Background: an optimization exercise with open tools, aiming at small area. Do not read the settings as production practice. In this exercise RTL edits were held to simulation tests only and were not proved equivalent to the original. No driver is modelled on the clock port, so clocking that relies on it looks cheaper here than on a real chip.

== the previous run ==
Design draw_line, start of the top module:
module draw_line(clk, rst_n, wea, x, y, m, b, dir, range, index_rd, line_x, line_y, finish);
input             clk, rst_n;
input             wea;
input      [31:0] x, y, m, b, dir, range;
input      [31:0] index_rd;
output     [31:0] line_x, line_y;
output     reg finish;
reg        [31:0] cnt, cnt_upd;
reg        [31:0] x_reg, m_reg, acc;
reg               mv, dec;
reg        [4:0]  idx;
reg        [1:0]  ph;
genvar gi;
wire [32:0] ltc;
assign ltc[0] = 1'b0;
generate for (gi = 0; gi < 32; gi = gi + 1) begin : g_lt
    assign ltc[gi+1] = (range[gi] & ~cnt[gi]) | (range[gi] & ltc[gi]) | (~cnt[gi] & ltc[gi]);
end endgenerate
wire        lt = ltc[32];
wire [32:0] cch;
assign cch[0] = lt;
generate for (gi = 0; gi < 32; gi = gi + 1) begin : g_cnt
    assign cch[gi+1] = cch[gi] & cnt_upd[gi];
end endgenerate
always @(posedge clk or negedge rst_n) begin
    if (!rst_n) begin
        cnt     <= 32'd0;
        cnt_upd <= 32'd0;
        finish  <= 1'b0;
    end else begin
        cnt     <= cnt_upd ^ cch[31:0];
        cnt_upd <= cnt;
        finish  <= !lt;
    end
end
wire        start  = wea && !rst_n;
always @(posedge clk) begin
    if (start)
        ph <= 2'd0;
    else if (ph != 2'd3)
        ph <= ph + 2'd1;
  ...
export LEC_CHECK = 0
export CAP_MARGIN = 20
export CORE_MARGIN = 2
export CORE_UTILIZATION = 40
export SLEW_MARGIN = 20
export SYNTH_HIERARCHICAL = 1
export SYNTH_MINIMUM_KEEP_SIZE = 0
create_clock -name core_clock -period 14.0 [get_ports {clk}]
standard.sh (not shown) runs the stock make flow with config.mk's settings and CLKGATE_MAP_FILE= SYNTH_SCRIPT=/design/flow/synth_recipe.tcl, a recipe that flattens the netlist after the stock synthesis.
==> flow/flow/run.sh <==
#!/bin/bash
# The standard layout (the standard.sh: the standard synthesis and ORFS
# from floorplan to finish), with these changes to how the layout is made:
#  - at the start of the floorplan step, flow/downsize.tcl swaps every
#    combinational cell for the smallest cell of the same function; the
#    timing repair of the floorplan and later steps sizes up what is needed;
#  - the port buffers that global placement adds to every input and output
#    are sky130_fd_sc_hd__buf_1 cells instead of the default buffer;
set -euo pipefail
here=$(pwd)
bash standard.sh \
  "PRE_FLOORPLAN_TCL=$here/flow/downsize.tcl" \
  "POST_CTS_TCL=$here/flow/clkfix.tcl" \
  "BUFFER_PORTS_ARGS=-buffer_cell sky130_fd_sc_hd__buf_1" \
  "CTS_ARGS=-sink_clustering_enable -repair_clock_nets -dont_use_dummy_load -buf_list sky130_fd_sc_hd__clkbuf_8" \
  finish > flow_make.log 2>&1
Other scripts of this flow, unchanged in this note and not shown: flow/flow/clkfix.tcl, flow/flow/downsize.tcl
## Diff of input files: the current run against the previous run
--- a/flow/design.v
+++ b/flow/design.v
@@ -36,27 +36,28 @@
 end
 wire        start  = wea && !rst_n;
 always @(posedge clk) begin
     if (start)
         ph <= 2'd0;
     else if (ph != 2'd3)
         ph <= ph + 2'd1;
 end
-wire        rd   = !start && ph == 2'd3;
-wire        dneg = rd && dec;
+wire        dneg = !wea && ph == 2'd3 && dec;
 wire [4:0]  kz   = mv ? idx : 5'd0;
+wire [31:0] msel = start ? m : m_reg;
 always @(posedge clk) begin
     if (start || ph != 2'd3)
-        m_reg <= start ? {m[23:0], m[31:24]} : {m_reg[23:0], m_reg[31:24]};
+        m_reg <= {msel[23:0], msel[31:24]};
 end
-wire [31:0] mmask = (ph == 2'd0) ? 32'hFFFFFF00 :
-                    (ph == 2'd1) ? 32'hFFFF0000 :
-                    (ph == 2'd2) ? 32'hFF000000 : 32'hFFFFFFFF;
-wire [31:0] mop = start ? m : (m_reg & mmask);
+wire [2:0]  keep;
+assign keep[0] = start || ph == 2'd3;
+assign keep[1] = start || ph == 2'd3 || ph == 2'd0;
+assign keep[2] = start || ph != 2'd2;
+wire [31:0] mop = msel & {8'hFF, {8{keep[2]}}, {8{keep[1]}}, {8{keep[0]}}};
 reg  [7:0]  wop;
 reg         wm1;
 wire [31:0] aop = start ? b : acc;
 always @(*) begin
     if (start) begin
         wop = x[7:0];  wm1 = 1'b0;
     end else case (ph)
         2'd0: begin wop = x_reg[15:8];  wm1 = x_reg[7];  end
Results
- On routed wire length, the lower figure sits with the previous run, not the current run.
- Count of inverters other than clock inverters in the layout up about 5% in the current run wrt the previous run
- Compared with the previous run, overall die height in the current run decreased slightly.
- Taking the previous run as the reference point, the layout-stage area growth over the synthesis result of the current run falls by 0.15 points.
- From the previous run to the current run the numbers moved as follows: final weighted congestion in routability-driven placement saw an increase.


Another version of the RTL of draw_line (not shown whole).
Size: roughly 1300 cells after synthesis, roughly 170 flip-flops, about 15000 um^2 of cells after synthesis.
export LEC_CHECK = 0
export CAP_MARGIN = 20
export CORE_MARGIN = 2
export CORE_UTILIZATION = 40
export SLEW_MARGIN = 20
export SYNTH_HIERARCHICAL = 1
export SYNTH_MINIMUM_KEEP_SIZE = 0
create_clock -name core_clock -period 14.0 [get_ports {clk}]
==> flow/flow/run.sh <==
#!/bin/bash
# The standard layout (the standard.sh: the standard synthesis and ORFS
# from floorplan to finish), with two changes to how the layout is made:
#  - the port buffers that global placement adds to every input and output
#    are sky130_fd_sc_hd__buf_1 cells instead of the default buffer;
#  - clock tree synthesis adds no dummy loads.
# make's full output goes to flow_make.log in this folder.
set -euo pipefail
bash standard.sh \
  "BUFFER_PORTS_ARGS=-buffer_cell sky130_fd_sc_hd__buf_1" \
  "CTS_ARGS=-sink_clustering_enable -repair_clock_nets -dont_use_dummy_load" \
  finish > flow_make.log 2>&1
Next try:
--- a/flow/design.v
+++ b/flow/design.v
@@ -8,15 +8,20 @@
 output     reg finish;
 reg        [31:0] cnt, cnt_upd;
 reg        [31:0] x_reg, m_reg, acc;
 reg               mv, dec;
 reg        [4:0]  idx;
 reg        [1:0]  ph;
 genvar gi;
-wire        lt = cnt < range;
+wire [32:0] ltc;
+assign ltc[0] = 1'b0;
+generate for (gi = 0; gi < 32; gi = gi + 1) begin : g_lt
+    assign ltc[gi+1] = (range[gi] & ~cnt[gi]) | (range[gi] & ltc[gi]) | (~cnt[gi] & ltc[gi]);
+end endgenerate
+wire        lt = ltc[32];
 wire [32:0] cch;
 assign cch[0] = lt;
 generate for (gi = 0; gi < 32; gi = gi + 1) begin : g_cnt
     assign cch[gi+1] = cch[gi] & cnt_upd[gi];
 end endgenerate
 always @(posedge clk or negedge rst_n) begin
     if (!rst_n) begin
=>
- die area falls slightly
- register-to-register slack degrades by 0.37 ns
- final cell count is lower slightly
- maximum frequency drops slightly
- first-iteration DRC count falls by roughly a tenth
- core utilization decreases by 0.78 points
- wire length goes down by a few percent
- worst setup slack is worse by 0.051 ns
- critical path depth does not change
- clock skew went down by 0.0069 ns

## port drivers added, routing unchanged
How much do the figures lean on ideal ports? The routed layouts below were timed once more, with nothing changed but the port constraints. Step 1 (the two cells are an assumption about what drives the block):
set clk [get_ports {clk}]
set_driving_cell -lib_cell sky130_fd_sc_hd__clkbuf_16 $clk
set_driving_cell -lib_cell sky130_fd_sc_hd__buf_2 [delete_from_list [all_inputs] $clk]
Step 2 also shifts input and output timing later by t, the mid clock arrival at the registers, as if the neighbouring blocks saw the same clock. Three values: no drivers, after step 1, after step 2; two values: the first two.
run | t, ns | setup WS [ns] | cell pins on the clock port's net
the previous run | 0.518 | 0.551 / 0.527 / 0.527 | 1
the current run | 0.526 | 0.540 / 0.494 / 0.494 | 1
the first run of note 2 | 0.485 | 0.510 / 0.485 / 0.485 | 1
the second run of note 2 | 0.479 | 0.459 / 0.430 / 0.430 | 1
After both steps every run listed still meets setup and hold. The setup slack of the current run, which loses most, moves by -0.046 ns with the drivers and by -0.046 ns with both steps.
